Source: an optimization exercise on an open RTL-to-GDS flow (aim: small area and a short achievable clock period). Production flows keep margins and buffers that such runs may drop.
In this exercise RTL edits were held to simulation tests only and were not proved equivalent to the original.
Power figures rest on the tool's default switching activity, not on a simulated workload.

## design/flow/tw_rom_p_8_st_1_q_8.mem

```
00000100
FF4B00B5
FF000000
FF4BFF4B
```

## design/flow/flow/run.sh

```bash
#!/bin/bash
# Standard layout, with the ports buffered by buf_2 cells instead of the
# cell buffer_ports picks by default. Each ORFS step logs under orfs/logs/.
set -euo pipefail
bash standard.sh BUFFER_PORTS_ARGS="-buffer_cell sky130_fd_sc_hd__buf_2" finish > standard.log 2>&1
```

## design/flow/standard.sh

```bash
#!/bin/bash
# synth_recipe.tcl (not shown) runs the flow's synth.tcl, then flattens the netlist and writes it again
# the make line also repeats each setting of config.mk as NAME=value (left out here)
make -C /OpenROAD-flow-scripts/flow DESIGN_CONFIG=/design/flow/config.mk WORK_HOME=/design/flow/orfs CLKGATE_MAP_FILE= SYNTH_SCRIPT=/design/flow/synth_recipe.tcl "${@:-finish}"
```

## design/flow/config.mk

```make
export PLATFORM = sky130hd
export DESIGN_NAME = bfu_dif_top
export DESIGN_NICKNAME = bfu_dif_top
export VERILOG_FILES = /design/flow/design.v
export SDC_FILE = /design/flow/constraint.sdc
export NUM_CORES = 4
export LEC_CHECK = 0
export CAP_MARGIN = 20
export CORE_MARGIN = 2
export CORE_UTILIZATION = 40
export SETUP_SLACK_MARGIN = 3.7
export SLEW_MARGIN = 20
```

## design/flow/constraint.sdc

```tcl
create_clock -name core_clock -period 6.5 [get_ports {clk}]
set_input_delay 1.3000 -clock core_clock [delete_from_list [all_inputs] [get_ports {clk}]]
set_output_delay 1.3000 -clock core_clock [all_outputs]
set_load 0.01 [all_outputs]
```

## design/flow/design.v

```verilog
module cmx_add (
    input [31:0] a,
    input [31:0] b,
    input sub_flag,
    output [31:0] c
  );
  wire signed [15:0] a_real = a[15:0];
  wire signed [15:0] a_img = a[31:16];
  wire signed [15:0] b_real = b[15:0];
  wire signed [15:0] b_img = b[31:16];
  wire [15:0] c_real = (sub_flag)? (a_real - b_real):
       a_real + b_real;
  wire [15:0] c_img = (sub_flag)? (a_img - b_img):
       a_img + b_img;
  assign c = {c_img, c_real};     
endmodule
module bfu_internal(
    input [31:0] a,
    input [31:0] b,
    output [31:0] c_plus,
    output [31:0] c_minus
  );
  cmx_add u0_cmx_add_plus(
    .a(a),
    .b(b),
    .sub_flag(1'h0),
    .c(c_plus)
  );
  cmx_add u1_cmx_add_minus(
    .a(a),
    .b(b),
    .sub_flag(1'h1),
    .c(c_minus)
  );
endmodule
module cmx_mult # (parameter AWIDTH = 16, BWIDTH = 16)
  (
    input clk,
    input reset_n,
    input signed [AWIDTH-1:0]      ar, ai,
    input signed [BWIDTH-1:0]      br, bi,
    output signed [AWIDTH+BWIDTH:0] pr, pi
  );
  reg signed [AWIDTH-1:0] ai_d, ai_dd, ai_ddd, ai_dddd   ;
  reg signed [AWIDTH-1:0] ar_d, ar_dd, ar_ddd, ar_dddd   ;
  reg signed [BWIDTH-1:0] bi_d, bi_dd, bi_ddd, br_d, br_dd, br_ddd ;
  reg signed [AWIDTH:0]  addcommon     ;
  reg signed [BWIDTH:0]  addr, addi     ;
  reg signed [AWIDTH+BWIDTH:0] mult0, multr, multi, pr_int, pi_int  ;
  reg signed [AWIDTH+BWIDTH:0] common, commonr1, commonr2   ;
  always @(posedge clk or negedge reset_n)
  begin
    if (!reset_n)
    begin
      ar_d   <= 'h0;
      ar_dd  <= 'h0;
      ai_d   <= 'h0;
      ai_dd  <= 'h0;
      br_d   <= 'h0;
      br_dd  <= 'h0;
      br_ddd <= 'h0;
      bi_d   <= 'h0;
      bi_dd  <= 'h0;
      bi_ddd <= 'h0;
    end
    else
    begin
      ar_d   <= ar;
      ar_dd  <= ar_d;
      ai_d   <= ai;
      ai_dd  <= ai_d;
      br_d   <= br;
      br_dd  <= br_d;
      br_ddd <= br_dd;
      bi_d   <= bi;
      bi_dd  <= bi_d;
      bi_ddd <= bi_dd;
    end
  end
  always @(posedge clk or negedge reset_n)
  begin
    if (!reset_n)
    begin
      addcommon <= 'h0;
      mult0     <= 'h0;
      common    <= 'h0;
    end
    else
    begin
      addcommon <= ar_d - ai_d;
      mult0     <= addcommon * bi_dd;
      common    <= mult0;
    end
  end
  always @(posedge clk or negedge reset_n)
  begin
    if (!reset_n)
    begin
      ar_ddd   <= 'h0;
      ar_dddd  <= 'h0;
      addr     <= 'h0;
      multr    <= 'h0;
      commonr1 <= 'h0;
      pr_int   <= 'h0;
    end
    else
    begin
      ar_ddd   <= ar_dd;
      ar_dddd  <= ar_ddd;
      addr     <= br_ddd - bi_ddd;
      multr    <= addr * ar_dddd;
      commonr1 <= common;
      pr_int   <= multr + commonr1;
    end
  end
  always @(posedge clk or negedge reset_n)
  begin
    if (!reset_n)
    begin
      ai_ddd   <= 'h0;
      ai_dddd  <= 'h0;
      addi     <= 'h0;
      multi    <= 'h0;
      commonr2 <= 'h0;
      pi_int   <= 'h0;
    end
    else
    begin
      ai_ddd   <= ai_dd;
      ai_dddd  <= ai_ddd;
      addi     <= br_ddd + bi_ddd;
      multi    <= addi * ai_dddd;
      commonr2 <= common;
      pi_int   <= multi + commonr2;
    end
  end
  assign pr = pr_int;
  assign pi = pi_int;
endmodule  
module delay_buffer #(
    parameter  BIT_WIDTH = 32,
    parameter  DELAY_STAGES = 6
  ) (
    input clk,
    input reset_n,
    input [BIT_WIDTH-1:0] buf_in,
    output [BIT_WIDTH-1:0] buf_out
  );
  reg [BIT_WIDTH-1:0] r_stages [0:DELAY_STAGES-1];
  integer  i;
  always @(posedge clk or negedge reset_n)
  begin
    if (!reset_n)
    begin
      for (i=0; i<DELAY_STAGES; i=i+1)
      begin
        r_stages[i] <= 'h0;
      end
    end
    else
    begin
      r_stages[0] <= buf_in;
      for (i=0; i<(DELAY_STAGES-1); i=i+1)
      begin
        r_stages[i+1] <= r_stages[i];
      end
    end
  end
  assign buf_out = r_stages[DELAY_STAGES-1];
endmodule
module rom_async (
	addr,
	data
);
	parameter WIDTH = 8;
	parameter DEPTH = 256;
	parameter INIT_F = "";
	localparam ADDRW = $clog2(DEPTH);
	input wire [ADDRW - 1:0] addr;
	output reg [WIDTH - 1:0] data;
	reg [WIDTH - 1:0] memory [0:DEPTH - 1];
	initial begin
		$readmemh("tw_rom_p_8_st_1_q_8.mem", memory);
	end
	always @(*) data = memory[addr];
endmodule
module tw_rom #(parameter ROM_DEPTH = 4,
                  parameter ROM_WIDTH = 32,
                  parameter ROM_FILE = "tw_rom.mem",
                  parameter A_WIDTH = $clog2(ROM_DEPTH)
                 ) (
                   input [A_WIDTH-1:0] addr,
                   output  signed [15:0] tw_real,
                   output  signed [15:0] tw_img
                 );
  rom_async #(
              .WIDTH(ROM_WIDTH),
              .DEPTH(ROM_DEPTH),
              .INIT_F(ROM_FILE)
            ) tw_rom(
              .addr(addr),
              .data({tw_img, tw_real})
            );
endmodule
module bfu_dif_top
  #(parameter  Q_POINT = 8,
    parameter  TW_ROM_DEPTH = 4,
    parameter ADDR_W = $clog2(TW_ROM_DEPTH),
    parameter TW_ROM_FILE = "tw_rom_p_8_st_1_q_8.mem")
   (
     input clk,
     input reset_n,
     input [31:0] a,
     input [31:0] b,
     input [ADDR_W-1:0] tw_addr,
     output [31:0] c_plus,
     output [31:0] c_minus
   );
  function [11:0] kmul;
    input k;
    input [3:0] n;
    begin
      kmul[0] = (k & ~n[3] & ~n[2] & ~n[1] & n[0]) | (k & ~n[3] & ~n[2] & n[1] & n[0]) | (k & ~n[3] & n[2] & ~n[1] & n[0]) | (k & ~n[3] & n[2] & n[1] & n[0]) | (k & n[3] & ~n[2] & ~n[1] & n[0]) | (k & n[3] & ~n[2] & n[1] & n[0]) | (k & n[3] & n[2] & ~n[1] & n[0]) | (k & n[3] & n[2] & n[1] & n[0]);
      kmul[1] = (k & ~n[3] & ~n[2] & n[1] & ~n[0]) | (k & ~n[3] & ~n[2] & n[1] & n[0]) | (k & ~n[3] & n[2] & n[1] & ~n[0]) | (k & ~n[3] & n[2] & n[1] & n[0]) | (k & n[3] & ~n[2] & n[1] & ~n[0]) | (k & n[3] & ~n[2] & n[1] & n[0]) | (k & n[3] & n[2] & n[1] & ~n[0]) | (k & n[3] & n[2] & n[1] & n[0]);
      kmul[2] = (k & ~n[3] & ~n[2] & ~n[1] & n[0]) | (k & ~n[3] & ~n[2] & n[1] & n[0]) | (k & ~n[3] & n[2] & ~n[1] & ~n[0]) | (k & ~n[3] & n[2] & n[1] & ~n[0]) | (k & n[3] & ~n[2] & ~n[1] & n[0]) | (k & n[3] & ~n[2] & n[1] & n[0]) | (k & n[3] & n[2] & ~n[1] & ~n[0]) | (k & n[3] & n[2] & n[1] & ~n[0]);
      kmul[3] = (k & ~n[3] & ~n[2] & n[1] & ~n[0]) | (k & ~n[3] & ~n[2] & n[1] & n[0]) | (k & ~n[3] & n[2] & ~n[1] & n[0]) | (k & ~n[3] & n[2] & n[1] & ~n[0]) | (k & n[3] & ~n[2] & ~n[1] & ~n[0]) | (k & n[3] & ~n[2] & ~n[1] & n[0]) | (k & n[3] & n[2] & ~n[1] & ~n[0]) | (k & n[3] & n[2] & n[1] & n[0]);
      kmul[4] = (k & ~n[3] & ~n[2] & ~n[1] & n[0]) | (k & ~n[3] & ~n[2] & n[1] & n[0]) | (k & ~n[3] & n[2] & ~n[1] & ~n[0]) | (k & ~n[3] & n[2] & n[1] & ~n[0]) | (k & ~n[3] & n[2] & n[1] & n[0]) | (k & n[3] & ~n[2] & ~n[1] & n[0]) | (k & n[3] & ~n[2] & n[1] & ~n[0]) | (k & n[3] & n[2] & ~n[1] & ~n[0]) | (k & n[3] & n[2] & ~n[1] & n[0]) | (k & n[3] & n[2] & n[1] & n[0]);
      kmul[5] = (k & ~n[3] & ~n[2] & ~n[1] & n[0]) | (k & ~n[3] & ~n[2] & n[1] & ~n[0]) | (k & ~n[3] & n[2] & n[1] & ~n[0]) | (k & ~n[3] & n[2] & n[1] & n[0]) | (k & n[3] & ~n[2] & ~n[1] & ~n[0]) | (k & n[3] & n[2] & ~n[1] & ~n[0]) | (k & n[3] & n[2] & ~n[1] & n[0]) | (k & n[3] & n[2] & n[1] & ~n[0]);
      kmul[6] = (k & ~n[3] & ~n[2] & n[1] & ~n[0]) | (k & ~n[3] & n[2] & ~n[1] & ~n[0]) | (k & ~n[3] & n[2] & n[1] & n[0]) | (k & n[3] & ~n[2] & ~n[1] & n[0]) | (k & n[3] & ~n[2] & n[1] & n[0]) | (k & n[3] & n[2] & ~n[1] & ~n[0]) | (k & n[3] & n[2] & n[1] & ~n[0]);
      kmul[7] = (k & ~n[3] & ~n[2] & ~n[1] & n[0]) | (k & ~n[3] & n[2] & ~n[1] & ~n[0]) | (k & ~n[3] & n[2] & ~n[1] & n[0]) | (k & ~n[3] & n[2] & n[1] & n[0]) | (k & n[3] & ~n[2] & ~n[1] & ~n[0]) | (k & n[3] & ~n[2] & n[1] & n[0]) | (k & n[3] & n[2] & n[1] & ~n[0]) | (k & n[3] & n[2] & n[1] & n[0]);
      kmul[8] = (~k & ~n[3] & ~n[2] & ~n[1] & n[0]) | (~k & ~n[3] & ~n[2] & n[1] & n[0]) | (~k & ~n[3] & n[2] & ~n[1] & n[0]) | (~k & ~n[3] & n[2] & n[1] & n[0]) | (~k & n[3] & ~n[2] & ~n[1] & n[0]) | (~k & n[3] & ~n[2] & n[1] & n[0]) | (~k & n[3] & n[2] & ~n[1] & n[0]) | (~k & n[3] & n[2] & n[1] & n[0]) | (k & ~n[3] & ~n[2] & n[1] & ~n[0]) | (k & ~n[3] & n[2] & ~n[1] & n[0]) | (k & n[3] & ~n[2] & ~n[1] & ~n[0]) | (k & n[3] & ~n[2] & n[1] & ~n[0]) | (k & n[3] & ~n[2] & n[1] & n[0]) | (k & n[3] & n[2] & ~n[1] & n[0]) | (k & n[3] & n[2] & n[1] & ~n[0]);
      kmul[9] = (~k & ~n[3] & ~n[2] & n[1] & ~n[0]) | (~k & ~n[3] & ~n[2] & n[1] & n[0]) | (~k & ~n[3] & n[2] & n[1] & ~n[0]) | (~k & ~n[3] & n[2] & n[1] & n[0]) | (~k & n[3] & ~n[2] & n[1] & ~n[0]) | (~k & n[3] & ~n[2] & n[1] & n[0]) | (~k & n[3] & n[2] & n[1] & ~n[0]) | (~k & n[3] & n[2] & n[1] & n[0]) | (k & ~n[3] & ~n[2] & n[1] & n[0]) | (k & ~n[3] & n[2] & ~n[1] & ~n[0]) | (k & ~n[3] & n[2] & ~n[1] & n[0]) | (k & n[3] & ~n[2] & ~n[1] & n[0]) | (k & n[3] & ~n[2] & n[1] & ~n[0]) | (k & n[3] & ~n[2] & n[1] & n[0]) | (k & n[3] & n[2] & n[1] & n[0]);
      kmul[10] = (~k & ~n[3] & n[2] & ~n[1] & ~n[0]) | (~k & ~n[3] & n[2] & ~n[1] & n[0]) | (~k & ~n[3] & n[2] & n[1] & ~n[0]) | (~k & ~n[3] & n[2] & n[1] & n[0]) | (~k & n[3] & n[2] & ~n[1] & ~n[0]) | (~k & n[3] & n[2] & ~n[1] & n[0]) | (~k & n[3] & n[2] & n[1] & ~n[0]) | (~k & n[3] & n[2] & n[1] & n[0]) | (k & ~n[3] & n[2] & n[1] & ~n[0]) | (k & ~n[3] & n[2] & n[1] & n[0]) | (k & n[3] & ~n[2] & ~n[1] & ~n[0]) | (k & n[3] & ~n[2] & ~n[1] & n[0]) | (k & n[3] & ~n[2] & n[1] & ~n[0]) | (k & n[3] & ~n[2] & n[1] & n[0]);
      kmul[11] = (~k & n[3] & ~n[2] & ~n[1] & ~n[0]) | (~k & n[3] & ~n[2] & ~n[1] & n[0]) | (~k & n[3] & ~n[2] & n[1] & ~n[0]) | (~k & n[3] & ~n[2] & n[1] & n[0]) | (~k & n[3] & n[2] & ~n[1] & ~n[0]) | (~k & n[3] & n[2] & ~n[1] & n[0]) | (~k & n[3] & n[2] & n[1] & ~n[0]) | (~k & n[3] & n[2] & n[1] & n[0]) | (k & n[3] & n[2] & ~n[1] & ~n[0]) | (k & n[3] & n[2] & ~n[1] & n[0]) | (k & n[3] & n[2] & n[1] & ~n[0]) | (k & n[3] & n[2] & n[1] & n[0]);
    end
  endfunction
  function [7:0] kmul_top;
    input k;
    input [1:0] n;
    begin
      kmul_top[0] = (k & ~n[1] & n[0]) | (k & n[1] & n[0]);
      kmul_top[1] = (k & n[1] & ~n[0]) | (k & n[1] & n[0]);
      kmul_top[2] = (k & ~n[1] & n[0]) | (k & n[1] & ~n[0]);
      kmul_top[3] = (k & n[1] & n[0]);
      kmul_top[4] = (k & ~n[1] & n[0]) | (k & n[1] & ~n[0]);
      kmul_top[5] = (k & ~n[1] & n[0]);
      kmul_top[6] = (k & n[1] & n[0]);
      kmul_top[7] = (k & ~n[1] & n[0]) | (k & n[1] & ~n[0]);
    end
  endfunction
  function kmul_c;
    input k;
    input [7:0] n;
    reg [11:0] t0, t1;
    reg [4:0] s;
    begin
      t0 = kmul(k, n[3:0]);
      t1 = kmul(k, n[7:4]);
      s = {1'b0, t1[3:0]} + {1'b0, t0[7:4]};
      kmul_c = s[4];
    end
  endfunction
  function [7:0] kmul_q;
    input k;
    input [7:0] n;
    input c;
    reg [11:0] t0, t1;
    begin
      t0 = kmul(k, n[3:0]);
      t1 = kmul(k, n[7:4]);
      kmul_q = t1[11:4] + {4'd0, t0[11:8]} + {7'd0, c};
    end
  endfunction
  wire [8:0] srL = {1'b0, a[7:0]} + {1'b0, b[7:0]};
  wire [8:0] siL = {1'b0, a[23:16]} + {1'b0, b[23:16]};
  wire [8:0] ndL = {1'b0, b[7:0]} + {1'b0, ~a[7:0]} + {1'b1};
  wire [8:0] diL = {1'b0, a[23:16]} + {1'b0, ~b[23:16]} + {1'b1};
  reg [7:0] sr1, si1, nd1, di1;
  reg csr1, csi1, cnd1, cdi1;
  reg [7:0] arh1, aih1, brh1, bih1;
  reg r1_z2, r1_t3, r1_z0, r1_c;
  reg i1_nz0, i1_nz2, i1_nt3;
  reg k1;
  always @(posedge clk) begin
    sr1 <= srL[7:0]; si1 <= siL[7:0]; nd1 <= ndL[7:0]; di1 <= diL[7:0];
    csr1 <= srL[8]; csi1 <= siL[8]; cnd1 <= ndL[8]; cdi1 <= diL[8];
    arh1 <= a[15:8]; aih1 <= a[31:24]; brh1 <= b[15:8]; bih1 <= b[31:24];
    r1_z2 <= tw_addr == 2'd2; r1_t3 <= tw_addr == 2'd3; r1_z0 <= tw_addr == 2'd0; r1_c <= ~tw_addr[1];
    i1_nz0 <= tw_addr != 2'd0; i1_nz2 <= tw_addr != 2'd2; i1_nt3 <= tw_addr != 2'd3;
    k1 <= tw_addr[0];
  end
  wire [8:0] srH = {1'b0, arh1} + {1'b0, brh1} + {csr1};
  wire [8:0] siH = {1'b0, aih1} + {1'b0, bih1} + {csi1};
  wire [8:0] ndH = {1'b0, brh1} + {1'b0, ~arh1} + {cnd1};
  wire [8:0] diH = {1'b0, aih1} + {1'b0, ~bih1} + {cdi1};
  wire [7:0] xrL = r1_z2 ? 8'd0 : (r1_t3 ? nd1 : ~nd1);
  wire [7:0] yrL = r1_z0 ? 8'd0 : di1;
  wire [7:0] xiL = i1_nz0 ? nd1 : 8'd0;
  wire [7:0] yiL = i1_nz2 ? (i1_nt3 ? di1 : ~di1) : 8'd0;
  wire [8:0] urL = {1'b0, xrL} + {1'b0, yrL} + {r1_c};
  wire [8:0] uiL = {1'b0, xiL} + {1'b0, yiL} + {~i1_nt3};
  reg [31:0] p2;
  reg [7:0] ndh2, dih2, url2, uil2;
  reg cur2, cui2, ndz2;
  reg r2_z2, r2_t3, r2_z0;
  reg i2_nz0, i2_nz2, i2_nt3;
  reg k2, nk2;
  always @(posedge clk) begin
    p2 <= {siH[7:0], si1, srH[7:0], sr1};
    ndh2 <= ndH[7:0]; dih2 <= diH[7:0];
    url2 <= urL[7:0]; uil2 <= uiL[7:0]; cur2 <= urL[8]; cui2 <= uiL[8];
    ndz2 <= nd1 != 8'd0;
    r2_z2 <= r1_z2; r2_t3 <= r1_t3; r2_z0 <= r1_z0;
    i2_nz0 <= i1_nz0; i2_nz2 <= i1_nz2; i2_nt3 <= i1_nt3;
    k2 <= k1; nk2 <= ~k1;
  end
  wire nd_neg = ndh2[7] & (ndh2[6:0] != 7'd0 | ndz2);
  wire [9:0] ndxH = {{2{nd_neg}}, ndh2};
  wire [9:0] dixH = {{2{dih2[7]}}, dih2};
  wire [9:0] xrH = r2_z2 ? 10'd0 : (r2_t3 ? ndxH : ~ndxH);
  wire [9:0] yrH = r2_z0 ? 10'd0 : dixH;
  wire [9:0] xiH = i2_nz0 ? ndxH : 10'd0;
  wire [9:0] yiH = i2_nz2 ? (i2_nt3 ? dixH : ~dixH) : 10'd0;
  wire [10:0] urH = {1'b0, xrH} + {1'b0, yrH} + {cur2};
  wire [10:0] uiH = {1'b0, xiH} + {1'b0, yiH} + {cui2};
  reg [31:0] p3;
  reg [9:0] urh3, uih3;
  reg [7:0] url3, uil3;
  reg rqc3, iqc3;
  reg k3, nk3;
  always @(posedge clk) begin
    p3 <= p2;
    urh3 <= urH[9:0]; uih3 <= uiH[9:0];
    url3 <= url2; uil3 <= uil2;
    rqc3 <= kmul_c(k2, url2); iqc3 <= kmul_c(~nk2, uil2);
    k3 <= k2; nk3 <= nk2;
  end
  reg [31:0] p4;
  reg [9:0] urh4, uih4;
  reg [7:0] rq4, iq4;
  reg k4, nk4;
  always @(posedge clk) begin
    p4 <= p3;
    urh4 <= urh3; uih4 <= uih3;
    rq4 <= kmul_q(k3, url3, rqc3); iq4 <= kmul_q(~nk3, uil3, iqc3);
    k4 <= k3; nk4 <= nk3;
  end
  wire [11:0] rT2 = kmul(k4, urh4[3:0]), rT3 = kmul(k4, urh4[7:4]);
  wire [7:0] rT4 = kmul_top(k4, urh4[9:8]);
  wire rb_cs0 = rq4[0] ^ rT2[0] ^ 1'b0;
  wire rb_cc0 = (rq4[0] & rT2[0]) | (rq4[0] & 1'b0) | (rT2[0] & 1'b0);
  wire rb_cs1 = rq4[1] ^ rT2[1] ^ 1'b0;
  wire rb_cc1 = (rq4[1] & rT2[1]) | (rq4[1] & 1'b0) | (rT2[1] & 1'b0);
  wire rb_cs2 = rq4[2] ^ rT2[2] ^ 1'b0;
  wire rb_cc2 = (rq4[2] & rT2[2]) | (rq4[2] & 1'b0) | (rT2[2] & 1'b0);
  wire rb_cs3 = rq4[3] ^ rT2[3] ^ 1'b0;
  wire rb_cc3 = (rq4[3] & rT2[3]) | (rq4[3] & 1'b0) | (rT2[3] & 1'b0);
  wire rb_cs4 = rq4[4] ^ rT2[4] ^ rT3[0];
  wire rb_cc4 = (rq4[4] & rT2[4]) | (rq4[4] & rT3[0]) | (rT2[4] & rT3[0]);
  wire rb_cs5 = rq4[5] ^ rT2[5] ^ rT3[1];
  wire rb_cc5 = (rq4[5] & rT2[5]) | (rq4[5] & rT3[1]) | (rT2[5] & rT3[1]);
  wire rb_cs6 = rq4[6] ^ rT2[6] ^ rT3[2];
  wire rb_cc6 = (rq4[6] & rT2[6]) | (rq4[6] & rT3[2]) | (rT2[6] & rT3[2]);
  wire rb_cs7 = rq4[7] ^ rT2[7] ^ rT3[3];
  wire rb_cc7 = (rq4[7] & rT2[7]) | (rq4[7] & rT3[3]) | (rT2[7] & rT3[3]);
  wire [7:0] rbS = {rb_cs7, rb_cs6, rb_cs5, rb_cs4, rb_cs3, rb_cs2, rb_cs1, rb_cs0};
  wire [7:0] rbC = {rb_cc6, rb_cc5, rb_cc4, rb_cc3, rb_cc2, rb_cc1, rb_cc0, 1'b0};
  wire [8:0] rsb = {1'b0, rbS} + {1'b0, rbC};
  wire [7:0] rsbv = rsb[7:0];
  wire rcba = rsb[8], rcbb = rb_cc7;
  wire rc_cs0 = rT2[8] ^ rT3[4] ^ rT4[0];
  wire rc_cc0 = (rT2[8] & rT3[4]) | (rT2[8] & rT4[0]) | (rT3[4] & rT4[0]);
  wire rc_cs1 = rT2[9] ^ rT3[5] ^ rT4[1];
  wire rc_cc1 = (rT2[9] & rT3[5]) | (rT2[9] & rT4[1]) | (rT3[5] & rT4[1]);
  wire rc_cs2 = rT2[10] ^ rT3[6] ^ rT4[2];
  wire rc_cc2 = (rT2[10] & rT3[6]) | (rT2[10] & rT4[2]) | (rT3[6] & rT4[2]);
  wire rc_cs3 = rT2[11] ^ rT3[7] ^ rT4[3];
  wire rc_cc3 = (rT2[11] & rT3[7]) | (rT2[11] & rT4[3]) | (rT3[7] & rT4[3]);
  wire rc_cs4 = 1'b0 ^ rT3[8] ^ rT4[4];
  wire rc_cc4 = (1'b0 & rT3[8]) | (1'b0 & rT4[4]) | (rT3[8] & rT4[4]);
  wire rc_cs5 = 1'b0 ^ rT3[9] ^ rT4[5];
  wire rc_cc5 = (1'b0 & rT3[9]) | (1'b0 & rT4[5]) | (rT3[9] & rT4[5]);
  wire rc_cs6 = 1'b0 ^ rT3[10] ^ rT4[6];
  wire rc_cc6 = (1'b0 & rT3[10]) | (1'b0 & rT4[6]) | (rT3[10] & rT4[6]);
  wire rc_cs7 = 1'b0 ^ rT3[11] ^ rT4[7];
  wire rc_cc7 = (1'b0 & rT3[11]) | (1'b0 & rT4[7]) | (rT3[11] & rT4[7]);
  wire [7:0] rcS = {rc_cs7, rc_cs6, rc_cs5, rc_cs4, rc_cs3, rc_cs2, rc_cs1, rc_cs0};
  wire [6:0] rcC = {rc_cc6, rc_cc5, rc_cc4, rc_cc3, rc_cc2, rc_cc1, rc_cc0};
  wire [11:0] iT2 = kmul(~nk4, uih4[3:0]), iT3 = kmul(~nk4, uih4[7:4]);
  wire [7:0] iT4 = kmul_top(~nk4, uih4[9:8]);
  wire ib_cs0 = iq4[0] ^ iT2[0] ^ 1'b0;
  wire ib_cc0 = (iq4[0] & iT2[0]) | (iq4[0] & 1'b0) | (iT2[0] & 1'b0);
  wire ib_cs1 = iq4[1] ^ iT2[1] ^ 1'b0;
  wire ib_cc1 = (iq4[1] & iT2[1]) | (iq4[1] & 1'b0) | (iT2[1] & 1'b0);
  wire ib_cs2 = iq4[2] ^ iT2[2] ^ 1'b0;
  wire ib_cc2 = (iq4[2] & iT2[2]) | (iq4[2] & 1'b0) | (iT2[2] & 1'b0);
  wire ib_cs3 = iq4[3] ^ iT2[3] ^ 1'b0;
  wire ib_cc3 = (iq4[3] & iT2[3]) | (iq4[3] & 1'b0) | (iT2[3] & 1'b0);
  wire ib_cs4 = iq4[4] ^ iT2[4] ^ iT3[0];
  wire ib_cc4 = (iq4[4] & iT2[4]) | (iq4[4] & iT3[0]) | (iT2[4] & iT3[0]);
  wire ib_cs5 = iq4[5] ^ iT2[5] ^ iT3[1];
  wire ib_cc5 = (iq4[5] & iT2[5]) | (iq4[5] & iT3[1]) | (iT2[5] & iT3[1]);
  wire ib_cs6 = iq4[6] ^ iT2[6] ^ iT3[2];
  wire ib_cc6 = (iq4[6] & iT2[6]) | (iq4[6] & iT3[2]) | (iT2[6] & iT3[2]);
  wire ib_cs7 = iq4[7] ^ iT2[7] ^ iT3[3];
  wire ib_cc7 = (iq4[7] & iT2[7]) | (iq4[7] & iT3[3]) | (iT2[7] & iT3[3]);
  wire [7:0] ibS = {ib_cs7, ib_cs6, ib_cs5, ib_cs4, ib_cs3, ib_cs2, ib_cs1, ib_cs0};
  wire [7:0] ibC = {ib_cc6, ib_cc5, ib_cc4, ib_cc3, ib_cc2, ib_cc1, ib_cc0, 1'b0};
  wire [8:0] isb = {1'b0, ibS} + {1'b0, ibC};
  wire [7:0] isbv = isb[7:0];
  wire icba = isb[8], icbb = ib_cc7;
  wire ic_cs0 = iT2[8] ^ iT3[4] ^ iT4[0];
  wire ic_cc0 = (iT2[8] & iT3[4]) | (iT2[8] & iT4[0]) | (iT3[4] & iT4[0]);
  wire ic_cs1 = iT2[9] ^ iT3[5] ^ iT4[1];
  wire ic_cc1 = (iT2[9] & iT3[5]) | (iT2[9] & iT4[1]) | (iT3[5] & iT4[1]);
  wire ic_cs2 = iT2[10] ^ iT3[6] ^ iT4[2];
  wire ic_cc2 = (iT2[10] & iT3[6]) | (iT2[10] & iT4[2]) | (iT3[6] & iT4[2]);
  wire ic_cs3 = iT2[11] ^ iT3[7] ^ iT4[3];
  wire ic_cc3 = (iT2[11] & iT3[7]) | (iT2[11] & iT4[3]) | (iT3[7] & iT4[3]);
  wire ic_cs4 = 1'b0 ^ iT3[8] ^ iT4[4];
  wire ic_cc4 = (1'b0 & iT3[8]) | (1'b0 & iT4[4]) | (iT3[8] & iT4[4]);
  wire ic_cs5 = 1'b0 ^ iT3[9] ^ iT4[5];
  wire ic_cc5 = (1'b0 & iT3[9]) | (1'b0 & iT4[5]) | (iT3[9] & iT4[5]);
  wire ic_cs6 = 1'b0 ^ iT3[10] ^ iT4[6];
  wire ic_cc6 = (1'b0 & iT3[10]) | (1'b0 & iT4[6]) | (iT3[10] & iT4[6]);
  wire ic_cs7 = 1'b0 ^ iT3[11] ^ iT4[7];
  wire ic_cc7 = (1'b0 & iT3[11]) | (1'b0 & iT4[7]) | (iT3[11] & iT4[7]);
  wire [7:0] icS = {ic_cs7, ic_cs6, ic_cs5, ic_cs4, ic_cs3, ic_cs2, ic_cs1, ic_cs0};
  wire [6:0] icC = {ic_cc6, ic_cc5, ic_cc4, ic_cc3, ic_cc2, ic_cc1, ic_cc0};
  reg [31:0] p5;
  reg [7:0] rb5, ib5, rs5, is5;
  reg [6:0] rk5, ik5;
  reg rc5a, rc5b, ic5a, ic5b;
  always @(posedge clk) begin
    p5 <= p4;
    rb5 <= rsbv; ib5 <= isbv; rs5 <= rcS; is5 <= icS; rk5 <= rcC; ik5 <= icC;
    rc5a <= rcba; rc5b <= rcbb; ic5a <= icba; ic5b <= icbb;
  end
  reg [31:0] p6, m6;
  always @(posedge clk) begin
    p6 <= p5;
    m6 <= {is5 + {ik5, ic5a} + {7'd0, ic5b}, ib5, rs5 + {rk5, rc5a} + {7'd0, rc5b}, rb5};
  end
  assign c_plus = p6;
  assign c_minus = m6;
endmodule
```

==> reports/results.tsv, run 1 <==
metric	value	unit
p_leak	9.38	nW
finalHoldViolations	0	
synthArstFlopShare	0	%
rsz0062_at_grt	true	
status	no timing/DRC/antenna violations	
finalSetupViolations	0	
synth_cell_type_count	60	
period_share	41.1	%
synthesis.area	17600	µm²
p_per_area	509	nW/µm²
final_cell_mix	dfxtp_1 (411), ha_1 (138), buf_2 (130)	
synth_edf_count	0	
synth-seq-cells	437	
htree_levels	2	
drc	0	
antenna_found_initial	1	
slowest_delay	0.51	ns
grt_overflow_total	0	
drive_gt1_share	14.3	%
yosys.area_share.simple	11.4	%
dp_hpwl	22500	µm
synth-xor-area-share	8.11	%
syn2layout_area_growth	17.0	%
clkLatencyLatePin	0.59	ns
syn_inst	1688	
die_area	45700	µm²
num-nets-final	2075	
crit_fanout	13	
worst_pin_slew	0.580	ns
grt_pass1_vias	11013	
final_antenna_net_count	0	
synth_ff_type	dfxtp_1	
cp.arrival	3.15	ns
gp_congestion	0.813	
cts-hold-fix-buffers	0	
routed_wl	30500	µm
portBuffers	130	
final_common_cell	dfxtp_1	
peakVddDrop	0.248	mV
synth_fa_ha_area_share	15.3	%
tns	0	ns
worst_hold_path_type	flop to flop	
holdWs	0.316	ns
grt_usage	13.7	%
die_y	214	µm
grt_pass1_wl	51000	µm
fill_cells	3940	
syn_nets	1940	
start_util	40.7	%
rows	76	
clk_path_buf_depth	3	
worst_ep_required_time	6.98	ns
synth_seq_area_share	49.7	%
grt_max_degree	34	
clock.fmax	374	MHz
clock_skew	0.0258	ns
cts_made_buffers	46	
ys_warn_count	1	
path_clk_slew	0.06	ns
cp-end-kind	flop	
cts-root-buf	clkbuf_16	
via_per_inst	4.54	
drt_pass1_iterations	5	
synth_mux_area_share	0.227	%
route.vias.total	11113	
maxCapViolations	0	
drt_iter0_markers	374	
slew_headroom	60.3	%
post-route-min-period	2.67	ns
syn_avg_cell_area	10.4	µm²
final-max-slew-violation-count	0	
start_kind	flop	
synth_compound_area_share	11.4	%
cts_tree	yes	
path_cells	nor2b_1 -> xor2_1 -> nor2_1 -> a211o_1 -> fa_1 -> inv_1 -> ha_1 -> or2_2 -> o21a_1	
io_pins	132	
clock-sinks	437	
die_w	214	µm
drt-wirelength-per-cell	12.5	µm
worstSetupPathType	flop to flop	
synth_top_family_by_area	adder cells	
crit_slowest_cell	fa_1	
coreArea	43300	µm²
-- stage by stage --
step	power (mW)	cells	setup slack (ns)	cell area (µm²)	util, %
4_1_cts	10.6	2441	3.66	20500	47.4
2_1_floorplan	6.81	1688	3.69	17600	-
6_report	10.5	2446	3.83	20600	47.6
5_1_grt	11.4	2445	3.68	20600	47.6
3_3_place_gp	7.61	2356	3.21	18800	43.5
3_5_place_dp	7.70	2356	3.17	18800	43.5
-- per-layer routing --
metal | global-route usage (%) | wire length (µm) | vias to the layer above
met5 | 0 | 0 | -
met3 | 3.18 | 1650 | 55
met1 | 17.3 | 14200 | 5014
met4 | 5.48 | 748 | 0
met2 | 22.5 | 13900 | 197
li1 | - | - | 5847
-- cells in the mapped netlist (3+ instances only) --
master / count / area share (%)
a2111oi_0: 4 / 0.20
a211o_1: 4 / 0.20
a211oi_1: 11 / 0.47
a21o_1: 27 / 1.2
a21oi_1: 102 / 2.9
a22o_1: 6 / 0.30
a31oi_1: 3 / 0.11
and2_1: 46 / 1.6
and3_1: 4 / 0.14
buf_1: 5 / 0.11
buf_2: 3 / 0.085
clkbuf_1: 38 / 0.81
dfxtp_1: 437 / 50
fa_1: 46 / 5.2
ha_1: 138 / 9.8
inv_1: 129 / 2.7
maj3_1: 3 / 0.17
mux2i_1: 4 / 0.23
nand2_1: 78 / 1.7
nand2b_1: 29 / 1.0
nand3_1: 11 / 0.31
nor2_1: 123 / 2.6
nor2b_1: 69 / 2.5
nor3_1: 21 / 0.60
nor3b_1: 4 / 0.17
nor4_1: 8 / 0.28
o211a_1: 3 / 0.17
o211ai_1: 8 / 0.34
o21a_1: 14 / 0.60
o21ai_0: 72 / 2.0
o21ba_2: 4 / 0.23
o21bai_1: 23 / 0.98
o221ai_1: 6 / 0.30
o22ai_1: 4 / 0.14
o31ai_1: 4 / 0.17
o41a_1: 3 / 0.19
or2_2: 3 / 0.11
or3_1: 3 / 0.11
xnor2_1: 107 / 5.3
xor2_1: 56 / 2.8
-- power by group --
part           internal [mW]  switching [mW]
combinational           1.70            1.78
sequential              3.59           0.620
clock                   1.70            1.11
-- logic make-up (layout without fill, tap and decap cells) --
family,after synthesis,after routing
DFF,437,437
and+or+nand+nor,404,404
AOI/OAI and AO/OA,315,315
adders and majority gates,188,188
buffers and inverters,177,349
xor gates and xnor gates,163,163
muxes,4,4
other,0,1
-- final timing paths --
path	from	endpoint	slack [ns]	cells past startpoint
worst max register to register	uih4[1]	ib5[6]	3.83	9
worst min-delay path	uih3[3]	uih4[3]	0.32	0
worst max-delay path	uih4[1]	ib5[6]	3.83	9
worst min register to register	uih3[3]	uih4[3]	0.32	0
-- sequential cells by signal, indices dropped and copies added, names as in the netlist, 10 cells and up --
name / cells
m6: 32
p2: 32
p3: 32
p4: 32
p5: 32
p6: 32
uih3: 10
uih4: 10
urh3: 10
urh4: 10
-- layout make-up --
cell class / instances / area, µm² / share of cell area [%]
clock inverter: 30 / 428 / 2.08
tap: 585 / 732 / 3.55
antenna: 1 / 2.50 / 0.0121
timing repair buffer: 134 / 681 / 3.30
inverter: 130 / 490 / 2.38
multi-input combinational: 1074 / 8230 / 39.9
clock buffer: 55 / 1230 / 6.00
sequential: 437 / 8800 / 42.7
-- worst max-delay path, delay by kind of cell (launching register included) --
family	cells	cell delay, ns
adder cells (fa/ha/maj)	2	0.80
AND/OR/NAND/NOR	3	0.62
flip-flops	1	0.47
AO/OA/AOI/OAI	2	0.45
XOR/XNOR	1	0.18
buffers and inverters	1	0.05
-- what timing repair did --
action	CTS	global route
pin swaps	0	4
setup buffers	0	4
endpoints found under the setup margin	13	16
gates resized for setup	27	27
hold endpoints to repair	0	0
==> run 2, diff against run 1 <==
--- a/design/flow/config.mk
+++ b/design/flow/config.mk
@@ -9,4 +9,4 @@
 export CORE_MARGIN = 2
 export CORE_UTILIZATION = 40
-export SETUP_SLACK_MARGIN = 3.7
+export SETUP_SLACK_MARGIN = 4.0
 export SLEW_MARGIN = 20
==> run 2 against run 1 <==
  * Die area stayed put
  * Design area is 2.8% higher
  * Flip-flop and latch count stayed put
  * First-iteration DRC count down 20%
  * Critical path depth increased by 3
  * Fmax is 7.0% higher
  * Still clean
  * Sequential share of layout area down 0.94 points
  * Synthesized cell count unchanged
  * Sequential power is essentially flat
  * Clock skew decreased by 0.0095 ns
==> reports/results.tsv, run 2 <==
metric	value	unit	change
status	no timing/DRC/antenna violations		unchanged
tns	0	ns	unchanged
via_per_inst	4.54		about the same
syn_avg_cell_area	10.4	µm²	unchanged
power_frac_clock	23.6	%	was 26.7%
cts_made_buffers	45		was 46
start_util	40.7	%	unchanged
routed_wl	31100	µm	was 30,500 µm
p_per_area	508	nW/µm²	was 509 nW/µm²
coreArea	43300	µm²	unchanged
final-max-slew-violation-count	0		unchanged
drc	0		unchanged
final_cell_mix	dfxtp_1 (401), buf_2 (131), ha_1 (128)		was dfxtp_1 (411), ha_1 (138), buf_2 (130)
grt_pass1_vias	11168		was 11,013
synth_edf_count	0		unchanged
clock.fmax	401	MHz	was 374 MHz
swShare	33.7	%	was 33.4%
finalSetupViolations	0		unchanged
synth-seq-cells	437		unchanged
cp.arrival	2.99	ns	was 3.15 ns
drive_gt1_share	19.9	%	was 14.3%
finalHoldViolations	0		unchanged
grt_usage	13.7	%	about the same
final_common_cell	dfxtp_1		unchanged
yosys.area.top_type	dfxtp_1		unchanged
slew_headroom	62.1	%	was 60.3%
synth_seq_area_share	49.7	%	unchanged
p_sw	3.63	mW	was 3.50 mW
syn2layout_area_growth	20.3	%	was 17.0%
route.vias.total	11284		was 11,113
die_y	214	µm	unchanged
slowest_delay	0.39	ns	was 0.51 ns
grt_max_degree	34		unchanged
worst_pin_slew	0.555	ns	was 0.580 ns
drt-wirelength-per-cell	12.5	µm	about the same
crit_slowest_cell	fa_2		was fa_1
rows	76		unchanged
grt_overflow_total	0		unchanged
peakVddDrop	0.252	mV	was 0.248 mV
drt_pass1_iterations	5		unchanged
worst_hold_path_type	flop to flop		unchanged
crit_fanout	4		was 13
synthArstFlopShare	0	%	unchanged
post-route-min-period	2.50	ns	was 2.67 ns
pwr-share-comb	37.3	%	was 33.1%
cts-root-buf	clkbuf_16		unchanged
synth_top_area_share	49.7	%	unchanged
synth_common_cells	dfxtp_1 (437), ha_1 (138), inv_1 (129)		unchanged
yosysMostFrequentCell	dfxtp_1		unchanged
p_int	7.13	mW	was 6.99 mW
synthTopCellsByArea	dfxtp_1 (50%), ha_1 (9.8%), xnor2_1 (5.3%)		unchanged
syn_nets	1940		unchanged
start_kind	flop		unchanged
grt_pass1_wl	51400	µm	was 51,000 µm
antenna_found_initial	2		was 1
cts_tree	yes		unchanged
finalPower	10.8	mW	was 10.5 mW
num-nets-final	2115		was 2,075
io_pins	132		unchanged
path_cells	inv_2 -> a21oi_2 -> o21ai_1 -> o31ai_1 -> a22o_1 -> fa_2 -> fa_2 -> a21o_1 -> a21o_1 -> buf_4 -> o211a_1 -> o22ai_1		was nor2b_1 -> xor2_1 -> nor2_1 -> a211o_1 -> fa_1 -> inv_1 -> ha_1 -> or2_2 -> o21a_1
cp-end-kind	flop		unchanged
cts-hold-fix-buffers	0		unchanged
synth_cell_type_count	60		unchanged
clock_skew	0.0163	ns	was 0.0258 ns
dp_hpwl	22700	µm	was 22,500 µm
die_area	45700	µm²	unchanged
path_clk_slew	0.06	ns	about the same
gp_congestion	0.833		was 0.813
maxCapViolations	0		unchanged
synth_ff_type	dfxtp_1		unchanged
portBuffers	130		unchanged
synthesis.area	17600	µm²	unchanged
ys_warn_count	1		unchanged
worst_ep_required_time	6.99	ns	was 6.98 ns
drt_iter0_markers	299		was 374
period_share	38.4	%	was 41.1%
rsz0062_at_grt	true		unchanged
clkLatencyLatePin	0.57	ns	was 0.59 ns
htree_levels	2		unchanged
syn_inst	1688		unchanged
die_w	214	µm	unchanged
seqPwrFrac	39.1	%	was 40.1%
clk_path_buf_depth	3		unchanged
worstSetupPathType	flop to flop		unchanged
clock-sinks	437		unchanged
p_leak	9.56	nW	was 9.38 nW
final_antenna_net_count	0		unchanged
[run 2: changes by cell type in the layout (fill, tap and decap cells not counted), sizes merged]
cell / before / now
clkinv: 11 / 9
buf: 134 / 175
bufinv: 8 / 4
clkinvlp: 6 / 5
clkbuf: 55 / 59
inv: 135 / 134
[run 2: critical path, delay by kind of cell (launching register included)]
family / cells / cell delay [ns]
compound gates: 8 / 1.10
fa+ha+maj: 2 / 0.76
buf+inv: 2 / 0.23
flops: 1 / 0.32
[run 2: logic make-up (layout without fill, tap and decap cells)]
group	Yosys count	after routing	synth area share [%]
other cells	0	1	0
mux	4	4	0.227
fa+ha+maj	188	188	15.3
simple gates	404	404	11.4
xor+xnor	163	163	8.11
buf+inv	177	386	3.85
compound gates	315	315	11.4
flops	437	437	49.7
[run 2: layout make-up]
type                       instances  area, µm²
inverter                         130        515
clock buffer                      59       1230
tap                              585        732
timing repair buffer             175        990
fill                            3935      22100
sequential                       437       8850
antenna                            1       2.50
clock inverter                    22        249
multi-input combinational       1074       8610
[run 2: per-stage QoR]
step	setup WS, ns	utilization (%)	cells	hold slack, ns	instance area (µm²)
finish	4.00	48.9	2483	0.321	21200
CTS	3.98	48.1	2462	0.322	20800
detailed placement	3.52	43.9	2356	0.312	19000
global placement	3.54	43.9	2356	0.310	19000
floorplan	3.87	-	1688	0.310	17800
global route	3.84	48.9	2482	0.328	21200
[run 2: worst paths after layout]
| kind | start | endpoint | slack [ns] | depth (start not counted) |
|---|---|---|---|---|
| worst min register to register | p4[25] | p5[25] | 0.32 | 0 |
| worst max-delay path | url3[1] | rq4[6] | 4.00 | 12 |
| worst min-delay path | p4[25] | p5[25] | 0.32 | 0 |
| worst max register to register | url3[1] | rq4[6] | 4.00 | 12 |
[run 2: power groups by stage]
stage | combinational, mW | clock, mW | sequential, mW
2_1_floorplan | 2.88 | 0 | 3.98
5_1_grt | 4.56 | 2.74 | 4.32
4_1_cts | 3.75 | 2.63 | 4.21
3_5_place_dp | 3.48 | 0 | 4.27
6_report | 4.01 | 2.54 | 4.20
3_3_place_gp | 3.40 | 0 | 4.25
[run 2: per-layer routing]
metal | GRT usage [%] | part of all wire [%] | vias up
li1 | - | - | 5934
met3 | 3.81 | 5.3 | 54
met2 | 22.8 | 47 | 178
met5 | 0 | 0.042 | -
met4 | 4.38 | 2.1 | 2
met1 | 17.3 | 46 | 5116
[run 2: repair_timing]
item / in CTS / in global routing
pin swaps: 19 / 29
cloned: 0 / 0
buffers inserted: 25 / 20
endpoints found under the hold margin: 0 / 0
resized for setup: 77 / 54
endpoints found under the setup margin: 23 / 21
==> run 3, diff against run 2 <==
==> design/flow/flow/run.sh (replaced) <==
#!/bin/bash
# Standard layout, with the ports buffered by buf_2 cells instead of the
# cell buffer_ports picks by default, and a clock tree with larger sink
# clusters and no dummy loads. Each ORFS step logs under orfs/logs/.
set -euo pipefail
bash standard.sh BUFFER_PORTS_ARGS="-buffer_cell sky130_fd_sc_hd__buf_2" \
  CTS_ARGS="-sink_clustering_enable -repair_clock_nets -dont_use_dummy_load -sink_clustering_size 30 -sink_clustering_max_diameter 80" \
  finish > standard.log 2>&1
--- a/design/flow/config.mk
+++ b/design/flow/config.mk
@@ -9,4 +9,4 @@
 export CORE_MARGIN = 2
 export CORE_UTILIZATION = 40
-export SETUP_SLACK_MARGIN = 4.0
+export SETUP_SLACK_MARGIN = 4.2
 export SLEW_MARGIN = 20
==> run 3 against run 2 <==
  * Wire length decreased by 0.43%
  * Worst setup slack got worse by 0.062 ns
  * Critical path depth increased by 1
  * Count of clock-buffer cells in the layout decreased by 34
  * Via count decreased by 0.14%
  * Register-to-register slack got worse by 0.06 ns
  * First-iteration DRC count increased by 22%
  * Area after synthesis unchanged
  * Sequential power about the same
  * Non-clock buffer count increased by 20
  * Largest cell class unchanged
  * Highest routed layer unchanged
==> reports/results.tsv, run 3 <==
metric	value	unit	change
worst_ep_required_time	6.91	ns	was 6.99 ns
start_kind	flop		unchanged
clock_skew	0.0715	ns	was 0.0163 ns
diodes	0		was 1
p_leak	9.37	nW	was 9.56 nW
portBuffers	130		unchanged
htree_levels	1		was 2
via_per_inst	4.61		was 4.54
path_cells	inv_2 -> a21oi_2 -> o21ai_1 -> o31ai_1 -> a22o_1 -> fa_2 -> fa_2 -> a21o_1 -> a21o_1 -> a21oi_2 -> nor2_1 -> a21oi_1 -> o22ai_1		was inv_2 -> a21oi_2 -> o21ai_1 -> o31ai_1 -> a22o_1 -> fa_2 -> fa_2 -> a21o_1 -> a21o_1 -> buf_4 -> o211a_1 -> o22ai_1
drt_pass1_iterations	4		was 5
slew_headroom	66.7	%	was 62.1%
clkLatencyLatePin	0.59	ns	was 0.57 ns
final_common_cell	dfxtp_1		unchanged
regArea	8900	µm²	was 8850 µm²
yosys.area.top_type	dfxtp_1		unchanged
p_sw	3.42	mW	was 3.63 mW
worstSetupPathType	flop to flop		unchanged
synth_top_area_share	49.7	%	unchanged
multi_input_comb_area	8780	µm²	was 8610 µm²
final_cell_mix	dfxtp_1 (368), ha_1 (124), inv_1 (117), nor2_1 (117), xnor2_1 (105)		was dfxtp_1 (401), buf_2 (131), ha_1 (128)
swShare	34.6	%	was 33.7%
worst_pin_slew	0.498	ns	was 0.555 ns
syn_inst	1688		unchanged
cts_made_buffers	25		was 45
gp_congestion	0.810		was 0.833
p_per_area	472	nW/µm²	was 508 nW/µm²
crit_fanout	5		was 4
post-route-min-period	2.56	ns	was 2.50 ns
clk_path_buf_depth	3		unchanged
ys_warn_count	1		unchanged
grt_pass1_vias	11111		was 11,168
synth_seq_area_share	49.7	%	unchanged
slowest_delay	0.39	ns	about the same
io_pins	132		unchanged
syn_avg_cell_area	10.4	µm²	unchanged
place_ws	3.52	ns	about the same
synth_ff_type	dfxtp_1		unchanged
worst_hold_path_type	flop to flop		unchanged
final-max-slew-violation-count	0		unchanged
pwr-share-comb	42.4	%	was 37.3%
fin_cells	2446		was 2,483
synthTopCellsByArea	dfxtp_1 (50%), ha_1 (9.8%), xnor2_1 (5.3%)		unchanged
tns	0	ns	unchanged
rows	76		unchanged
drc	0		unchanged
syn_nets	1940		unchanged
cp_num_buf_inv	1		was 2
synth_edf_count	0		unchanged
drt_iter0_markers	365		was 299
crit_slowest_cell	fa_2		unchanged
p_int	6.47	mW	was 7.13 mW
drt-wirelength-per-cell	12.6	µm	was 12.5 µm
finalSetupViolations	0		unchanged
synthArstFlopShare	0	%	unchanged
maxCapViolations	0		unchanged
die_area	45700	µm²	unchanged
syn2layout_area_growth	19.0	%	was 20.3%
routed_wl	30900	µm	was 31,100 µm
power_frac_clock	14.9	%	was 23.6%
dp_cells	2356		unchanged
cp-end-kind	flop		unchanged
clock.fmax	391	MHz	was 401 MHz
grt_max_degree	34		unchanged
path_delay_family	compound AO/OA/AOI/OAI gates		unchanged
synthesis.area	17600	µm²	unchanged
antenna_found_initial	1		was 2
grt_usage	13.6	%	was 13.7%
seqPwrFrac	42.7	%	was 39.1%
finalHoldViolations	0		unchanged
grt_overflow_total	0		unchanged
period_share	39.4	%	was 38.4%
start_util	40.7	%	unchanged
drive_gt1_share	22.2	%	was 19.9%
final_antenna_net_count	0		unchanged
layout_setup_ws	3.94	ns	was 4.00 ns
clock-sinks	437		unchanged
die_y	214	µm	unchanged
die_w	214	µm	unchanged
yosysMostFrequentCell	dfxtp_1		unchanged
rsz0062_at_grt	true		unchanged
synth-seq-cells	437		unchanged
path_clk_slew	0.09	ns	was 0.06 ns
grt_pass1_wl	51800	µm	was 51,400 µm
status	no timing/DRC/antenna violations		unchanged
cts-root-buf	clkbuf_16		unchanged
cp.arrival	2.96	ns	was 2.99 ns
coreArea	43300	µm²	unchanged
cts_tree	yes		unchanged
peakVddDrop	0.236	mV	was 0.252 mV
dp_hpwl	22800	µm	was 22,700 µm
synth_common_cells	dfxtp_1 (437), ha_1 (138), inv_1 (129)		unchanged
fill_cells	3965		was 3,935
finalPower	9.89	mW	was 10.8 mW
route.vias.total	11268		was 11,284
num-nets-final	2115		unchanged
synth_cell_type_count	60		unchanged
run 3: cell count changes in the layout (fill, tap and decap cells not counted), sizes merged:
cell      delta
inv          -4
clkinvlp     -5
diode        -1
clkbuf      -32
clkinv       -9
bufinv       -4
buf         +18
run 3: path summary, 6_finish.rpt:
| check | startpoint | end | slack (ns) | cells after the start |
|---|---|---|---|---|
| worst max register to register | url3[1] | rq4[6] | 3.94 | 13 |
| worst max-delay path | url3[1] | rq4[6] | 3.94 | 13 |
| worst min register to register | si1[5] | p2[21] | 0.26 | 0 |
| worst min-delay path | si1[5] | p2[21] | 0.26 | 0 |
run 3: kinds of logic (layout without fill, tap and decap cells):
| group | after synthesis | in the layout | synth area share [%] |
|---|---|---|---|
| multiplexers | 4 | 4 | 0.227 |
| flip-flops | 437 | 437 | 49.7 |
| adder cells (fa/ha/maj) | 188 | 188 | 15.3 |
| buffers and inverters | 177 | 350 | 3.85 |
| XOR/XNOR | 163 | 163 | 8.11 |
| AO/OA/AOI/OAI | 315 | 315 | 11.4 |
| AND/OR/NAND/NOR | 404 | 404 | 11.4 |
run 3: per-stage QoR:
step | utilization [%] | hold WS (ns) | area, µm²
after floorplan | - | 0.310 | 18100
after global placement | 44.3 | 0.310 | 19200
after detailed placement | 44.3 | 0.312 | 19200
after CTS | 47.4 | 0.269 | 20500
after global routing | 48.4 | 0.263 | 21000
final | 48.4 | 0.265 | 21000
run 3: cell type report:
| class | instances | share of cell area, % |
|---|---|---|
| Sequential cell | 437 | 42.5 |
| Multi-Input combinational cell | 1074 | 41.9 |
| Timing Repair Buffer | 195 | 6.62 |
| Tap cell | 585 | 3.49 |
| Clock buffer | 25 | 2.99 |
| Inverter | 130 | 2.53 |
run 3: timing repair:
| action | in CTS | in global routing |
|---|---|---|
| pin swaps | 37 | 65 |
| resized for setup | 125 | 80 |
| hold buffers | 0 | 0 |
| setup buffers | 44 | 21 |
| setup endpoints to repair | 75 | 82 |
run 3: power groups by stage:
stage	Sequential [mW]	Combinational [mW]	Clock, mW
6_report	4.23	4.20	1.47
5_1_grt	4.34	4.78	1.65
4_1_cts	4.21	4.05	1.55
3_5_place_dp	4.27	3.61	0
3_3_place_gp	4.26	3.55	0
2_1_floorplan	3.99	3.03	0
run 3: layer usage:
layer | wire (µm) | track usage [%] | vias to the layer above
li1 | - | - | 5889
met1 | 14200 | 17.7 | 5159
met2 | 14500 | 23.3 | 176
met3 | 1470 | 2.61 | 42
met4 | 702 | 3.50 | 2
met5 | 13 | 0 | -
==> run 4, diff against run 3 <==
--- a/design/flow/config.mk
+++ b/design/flow/config.mk
@@ -9,4 +9,4 @@
 export CORE_MARGIN = 2
 export CORE_UTILIZATION = 40
-export SETUP_SLACK_MARGIN = 4.2
+export SETUP_SLACK_MARGIN = 4.0
 export SLEW_MARGIN = 20
==> run 4 against run 3 <==
  * Via count decreased by 1.3%
  * Clock skew decreased by 0.020 ns
  * Sequential share of layout area increased by 0.80 points
  * Cell count decreased by 0.29%
  * First-iteration DRC count decreased by 29%
  * Worst setup slack improved by 0.047 ns
  * Power decreased by 1.9%
  * Combinational power decreased by 4%
  * Die area unchanged
  * Highest routed layer unchanged
==> reports/results.tsv, run 4 <==
metric	value	unit	change
swShare	34.9	%	was 34.6%
coreArea	43300	µm²	unchanged
io_pins	132		unchanged
pwr-share-comb	41.6	%	was 42.4%
gp_congestion	0.833		was 0.810
placed_area	19000	µm²	was 19,200 µm²
period_share	38.6	%	was 39.4%
start_kind	flop		unchanged
dp_cells	2356		unchanged
stdcell_area	20500	µm²	was 21,000 µm²
drt_pass1_iterations	4		unchanged
drc	0		unchanged
status	no timing/DRC/antenna violations		unchanged
holdWs	0.273	ns	was 0.265 ns
ff2ff_path_depth	11		was 13
layout_setup_ws	3.99	ns	was 3.94 ns
rsz0062_at_grt	true		unchanged
cp.arrival	2.95	ns	was 2.96 ns
fill_cells	3993		was 3,965
finalSetupViolations	0		unchanged
cts-root-buf	clkbuf_16		unchanged
seqPwrFrac	43.3	%	was 42.7%
tns	0	ns	unchanged
die_w	214	µm	unchanged
grt_usage	13.3	%	was 13.6%
cts_tree	yes		unchanged
syn_nets	1940		unchanged
final-max-slew-violation-count	0		unchanged
utilization	47.3	%	was 48.4%
htree_levels	1		unchanged
grt_max_degree	34		unchanged
synth_edf_count	0		unchanged
synthArstFlopShare	0	%	unchanged
route.vias.total	11120		was 11,268
synth_cell_type_count	60		unchanged
clock_skew	0.0511	ns	was 0.0715 ns
final_cell_mix	dfxtp_1 (401), buf_2 (130), ha_1 (128)		was dfxtp_1 (368), ha_1 (124), inv_1 (117), nor2_1 (117), xnor2_1 (105)
drt_iter0_markers	258		was 365
clock-sinks	437		unchanged
worst_hold_path_type	flop to flop		unchanged
worst_pin_slew	0.537	ns	was 0.498 ns
via_per_inst	4.56		was 4.61
syn2layout_area_growth	16.2	%	was 19.0%
p_sw	3.38	mW	was 3.42 mW
power_frac_clock	15.1	%	was 14.9%
yosysMostFrequentCell	dfxtp_1		unchanged
hold_depth	0		unchanged
synth_seq_area_share	49.7	%	unchanged
p_int	6.32	mW	was 6.47 mW
start_util	40.7	%	unchanged
worstSetupPathType	flop to flop		unchanged
synth_top_area_share	49.7	%	unchanged
portBuffers	130		unchanged
dp_hpwl	22700	µm	was 22,800 µm
fin_cells	2439		was 2,446
syn_inst	1688		unchanged
syn_avg_cell_area	10.4	µm²	unchanged
place_ws	3.52	ns	about the same
antenna_found_initial	2		was 1
finalHoldViolations	0		unchanged
clock.fmax	398	MHz	was 391 MHz
post-route-min-period	2.51	ns	was 2.56 ns
worst_ep_required_time	6.94	ns	was 6.91 ns
rows	76		unchanged
grt_pass1_wl	50200	µm	was 51,800 µm
grt_overflow_total	0		unchanged
clk_path_buf_depth	3		unchanged
final_common_cell	dfxtp_1		unchanged
die_area	45700	µm²	unchanged
cp-end-kind	flop		unchanged
routed_wl	30400	µm	was 30,900 µm
drive_gt1_share	18.6	%	was 22.2%
yosys.area.top_type	dfxtp_1		unchanged
peakVddDrop	0.240	mV	was 0.236 mV
synth_common_cells	dfxtp_1 (437), ha_1 (138), inv_1 (129)		unchanged
finalPower	9.70	mW	was 9.89 mW
crit_fanout	5		unchanged
p_leak	9.23	nW	was 9.37 nW
synth_ff_type	dfxtp_1		unchanged
ys_warn_count	1		unchanged
path_clk_slew	0.10	ns	was 0.09 ns
maxCapViolations	0		unchanged
synthTopCellsByArea	dfxtp_1 (50%), ha_1 (9.8%), xnor2_1 (5.3%)		unchanged
synth-seq-cells	437		unchanged
clkLatencyLatePin	0.56	ns	was 0.59 ns
grt_pass1_vias	10964		was 11,111
p_per_area	474	nW/µm²	was 472 nW/µm²
cts_made_buffers	25		unchanged
final_antenna_net_count	0		unchanged
die_y	214	µm	unchanged
synthesis.area	17600	µm²	unchanged
slew_headroom	63.3	%	was 66.7%
num-nets-final	2107		was 2,115
drt-wirelength-per-cell	12.5	µm	was 12.6 µm
==> run 4: critical path: stages, from the launching register on <==
cell	delay, ns
dfxtp_4	0.38
inv_4	0.07
nand2_4	0.06
o221ai_4	0.19
a21oi_2	0.09
fa_2	0.44
fa_2	0.36
a21o_1	0.16
a21o_1	0.20
nand2_1	0.09
o21ai_1	0.07
a211o_1	0.30
==> run 4: layout make-up <==
cell class / count / area [µm²] / share of cell area [%]
Clock buffer: 25 / 626 / 3.06
Inverter: 130 / 513 / 2.51
Multi-Input combinational cell: 1074 / 8640 / 42.2
Tap cell: 585 / 732 / 3.58
Antenna cell: 1 / 2.50 / 0.0122
Timing Repair Buffer: 187 / 1100 / 5.38
Sequential cell: 437 / 8850 / 43.3
==> run 4: path summary, 6_finish.rpt <==
path / start / slack, ns / endpoint
worst max-delay path: uil3[5] / 3.99 / iq4[6]
worst min-delay path: si1[4] / 0.27 / p2[20]
worst max register to register: uil3[5] / 3.99 / iq4[6]
worst min register to register: si1[4] / 0.27 / p2[20]
==> run 4: power groups by stage <==
stage / Sequential, mW / Combinational [mW] / Clock, mW
floorplan: 3.98 / 2.88 / 0
global placement: 4.25 / 3.40 / 0
detailed placement: 4.27 / 3.48 / 0
CTS: 4.21 / 3.73 / 1.55
global route: 4.32 / 4.60 / 1.65
finish: 4.20 / 4.03 / 1.46
==> run 4: repair_timing <==
item	in CTS	in global routing
gates resized for setup	79	59
endpoints found under the setup margin	23	22
pin swaps	20	25
setup buffers	22	35
hold buffers	0	0
==> run 4: kinds of logic (layout without fill, tap and decap cells) <==
logic type | count (synthesis) | in the layout | share of synthesized area (%)
and+or+nand+nor | 404 | 404 | 11.4
AOI/OAI and AO/OA | 315 | 315 | 11.4
DFF | 437 | 437 | 49.7
other | 0 | 1 | 0
adders and majority gates | 188 | 188 | 15.3
xor gates and xnor gates | 163 | 163 | 8.11
buffers and inverters | 177 | 342 | 3.85
muxes | 4 | 4 | 0.227
==> run 4: metal layers <==
| metal | GRT usage [%] | vias up | routed length (µm) | part of all wire, % |
|---|---|---|---|---|
| li1 | - | 5872 | - | - |
| met1 | 17.0 | 5053 | 14000 | 46 |
| met2 | 22.7 | 155 | 14400 | 47 |
| met3 | 2.61 | 38 | 1430 | 4.7 |
| met4 | 3.71 | 2 | 530 | 1.7 |
| met5 | 0 | - | 13 | 0.043 |
==> run 5, diff against run 4 <==
--- a/design/flow/config.mk
+++ b/design/flow/config.mk
@@ -8,5 +8,6 @@
 export CAP_MARGIN = 20
 export CORE_MARGIN = 2
-export CORE_UTILIZATION = 40
+export CORE_UTILIZATION = 60
+export PLACE_DENSITY = 0.75
 export SETUP_SLACK_MARGIN = 4.0
 export SLEW_MARGIN = 20
==> run 5 against run 4 <==
  * Still clean on timing, DRC and antenna
  * Synthesized cell count stayed put
  * Combinational power hardly changed
  * Global-route usage rose by 5.7 points
  * Non-clock buffer count shrank 1
  * Critical path type unchanged
  * Largest cell class unchanged
==> reports/results.tsv, run 5 <==
metric	value	unit	change
cts-hold-fix-buffers	0		unchanged
grt_usage	18.9	%	was 13.3%
clkLatencyLatePin	0.54	ns	was 0.56 ns
worst_pin_slew	0.631	ns	was 0.537 ns
num-nets-final	2099		was 2,107
die_w	175	µm	was 214 µm
placed_area	18700	µm²	was 19,000 µm²
rows	62		was 76
cp-end-kind	flop		unchanged
finalHoldViolations	0		unchanged
drt_pass1_iterations	5		was 4
min-delay-start	p3[20]		was si1[4]
pwr-share-comb	42.7	%	was 41.6%
rsz0062_at_grt	true		unchanged
route.vias.total	11331		was 11,120
grt_max_degree	34		unchanged
p_per_area	472	nW/µm²	was 474 nW/µm²
final_common_cell	dfxtp_1		unchanged
cts-root-buf	clkbuf_16		unchanged
post-route-min-period	2.58	ns	was 2.51 ns
grt_overflow_total	0		unchanged
path_clk_slew	0.10	ns	about the same
coreArea	28800	µm²	was 43,300 µm²
die_y	175	µm	was 214 µm
syn_inst	1688		unchanged
tns	0	ns	unchanged
p_leak	9.13	nW	was 9.23 nW
clock-sinks	437		unchanged
fill_cells	2129		was 3,993
period_share	39.8	%	was 38.6%
regArea	8860	µm²	was 8850 µm²
gp_congestion	0.834		was 0.833
portBuffers	130		unchanged
finalSetupViolations	0		unchanged
ff2ff_path_depth	13		was 11
peakVddDrop	0.261	mV	was 0.240 mV
final-max-slew-violation-count	0		unchanged
drive_gt1_share	18.7	%	was 18.6%
synth_edf_count	0		unchanged
rr_startpoint	url3[1]		was uil3[5]
syn2layout_area_growth	13.8	%	was 16.2%
synth-seq-cells	437		unchanged
ys_warn_count	1		unchanged
synth_top_area_share	49.7	%	unchanged
r2r_slack	3.92	ns	was 3.99 ns
synth_seq_area_share	49.7	%	unchanged
dp_hpwl	21200	µm	was 22,700 µm
clock_skew	0.0610	ns	was 0.0511 ns
drt-wirelength-per-cell	13.2	µm	was 12.5 µm
synthTopCellsByArea	dfxtp_1 (50%), ha_1 (9.8%), xnor2_1 (5.3%)		unchanged
power_frac_clock	13.0	%	was 15.1%
hold_path_end	p4[20]		was p2[20]
worst_hold_path_type	flop to flop		unchanged
synthArstFlopShare	0	%	unchanged
routed_wl	29400	µm	was 30,400 µm
drt_iter0_markers	495		was 258
syn_nets	1940		unchanged
final_antenna_net_count	0		unchanged
cts_tree	yes		unchanged
syn_avg_cell_area	10.4	µm²	unchanged
crit_fanout	5		unchanged
multi_input_comb_area	8640	µm²	about the same
synth_common_cells	dfxtp_1 (437), ha_1 (138), inv_1 (129)		unchanged
antenna_found_initial	2		unchanged
clock.fmax	387	MHz	was 398 MHz
htree_levels	1		unchanged
swShare	35.1	%	was 34.9%
synth_ff_type	dfxtp_1		unchanged
yosysMostFrequentCell	dfxtp_1		unchanged
worstSetupPathType	flop to flop		unchanged
rr_endpoint	rq4[6]		was iq4[6]
maxCapViolations	0		unchanged
drc	0		unchanged
seqPwrFrac	44.3	%	was 43.3%
grt_pass1_wl	49300	µm	was 50,200 µm
via_per_inst	5.08		was 4.56
clk_path_buf_depth	3		unchanged
synthesis.area	17600	µm²	unchanged
status	no timing/DRC/antenna violations		unchanged
p_int	6.14	mW	was 6.32 mW
p_sw	3.33	mW	was 3.38 mW
synth_cell_type_count	60		unchanged
start_kind	flop		unchanged
yosys.area.top_type	dfxtp_1		unchanged
worst_ep_required_time	6.93	ns	was 6.94 ns
slew_headroom	56.9	%	was 63.3%
die_area	30700	µm²	was 45,700 µm²
cts_made_buffers	18		was 25
io_pins	132		unchanged
final_cell_mix	dfxtp_1 (399), buf_2 (130), ha_1 (128)		was dfxtp_1 (401), buf_2 (130), ha_1 (128)
cp.arrival	3.02	ns	was 2.95 ns
hold_depth	0		unchanged
grt_pass1_vias	11137		was 10,964
start_util	61.2	%	was 40.7%
stdcell_area	20000	µm²	was 20,500 µm²
## run 5: cell counts after synthesis
Identical to the previous run, type by type.
## run 5: cells by family after synthesis
kind of cell    Yosys count  synth area share (%)
compound gates          315                  11.4
xor+xnor                163                  8.11
fa+ha+maj               188                  15.3
buf+inv                 177                  3.85
flops                   437                  49.7
mux                       4                 0.227
simple gates            404                  11.4
## run 5: critical path: stages (launching register included)
cell,delay (ns)
dfxtp_2,0.35
inv_4,0.08
nor2_2,0.04
o21ai_1,0.13
o31ai_1,0.11
a22o_1,0.26
fa_2,0.38
fa_2,0.35
a21o_1,0.16
a21o_1,0.20
a21oi_2,0.15
nor2_1,0.06
a21oi_1,0.13
o22ai_1,0.08
## run 5: power by group through the flow
stage	Combinational, mW	Sequential [mW]	Clock, mW
5_1_grt	4.55	4.30	1.37
2_1_floorplan	2.88	3.98	0
4_1_cts	3.75	4.18	1.28
6_report	4.05	4.19	1.23
3_3_place_gp	3.31	4.21	0
3_5_place_dp	3.42	4.24	0
## run 5: timing repair
item / 4_1_cts / 5_1_grt
endpoints found under the setup margin: 25 / 22
pin swaps: 16 / 42
resized for setup: 79 / 70
setup buffers: 26 / 30
gates cloned: 0 / 0
## run 5: worst max path at each step
stage,startpoint,endpoint,depth (start not counted)
floorplan,a[16],csi1,9
global placement,a[16],csi1,10
detailed placement,url3[5],rq4[6],13
CTS,url3[5],rq4[6],13
global route,url3[1],rq4[6],13
finish,url3[1],rq4[6],13
## run 5: area by class of cell
class	count	area share (%)
repair buffers	186	5.40
clock buffers	18	2.25
multi-input cells	1074	43.1
diodes	1	0.0125
well taps	384	2.40
inverters	130	2.59
flip-flops and latches	437	44.2
## run 5: stage by stage
stage	std cells	total power [mW]	utilization [%]	hold slack [ns]	worst slack, ns
floorplan	1688	6.86	-	0.310	3.87
global placement	2155	7.52	65.1	0.310	3.55
detailed placement	2155	7.66	65.1	0.312	3.50
CTS	2199	9.21	68.1	0.298	3.94
global route	2229	10.2	69.6	0.301	3.75
finish	2230	9.46	69.6	0.295	3.92
## run 5: metal layers
| layer | part of all wire (%) | global-route usage, % | up-vias |
|---|---|---|---|
| met5 | 0.024 | 0 | - |
| met4 | 1.6 | 4.06 | 2 |
| met3 | 4.2 | 3.18 | 36 |
| met2 | 50 | 34.1 | 186 |
| met1 | 45 | 23.9 | 5250 |
| li1 | - | - | 5857 |

==> re-timing with driven ports <==
The flow's constraints put no driver on any port. The routed layouts listed below were extracted and timed again, unchanged, in two steps.
Step 1 assumes that a clkbuf_16 drives the clock port and a buf_2 every other input.
Step 2 also shifts input and output timing later by t, the mid clock arrival at the registers, as if the neighbouring blocks saw the same clock.
Slacks: ideal ports / drivers / drivers and shift; pairs: ideal ports / drivers.
run	t (ns)	slack for setup (ns)	worst data-port slew with drivers (ns)
run 1	0.625	3.829 / 3.829 / 3.418	0.06
run 2	0.615	4.004 / 4.004 / 3.498	0.05
run 3	0.594	3.941 / 3.941 / 3.625	0.06
run 4	0.595	3.988 / 3.988 / 3.520	0.06
run 5	0.556	3.915 / 3.915 / 3.510	0.05
After both steps setup and hold are still met in every run listed. The setup slack of run 2, which loses most, moves by 0.000 ns with the drivers and by -0.506 ns with both steps.
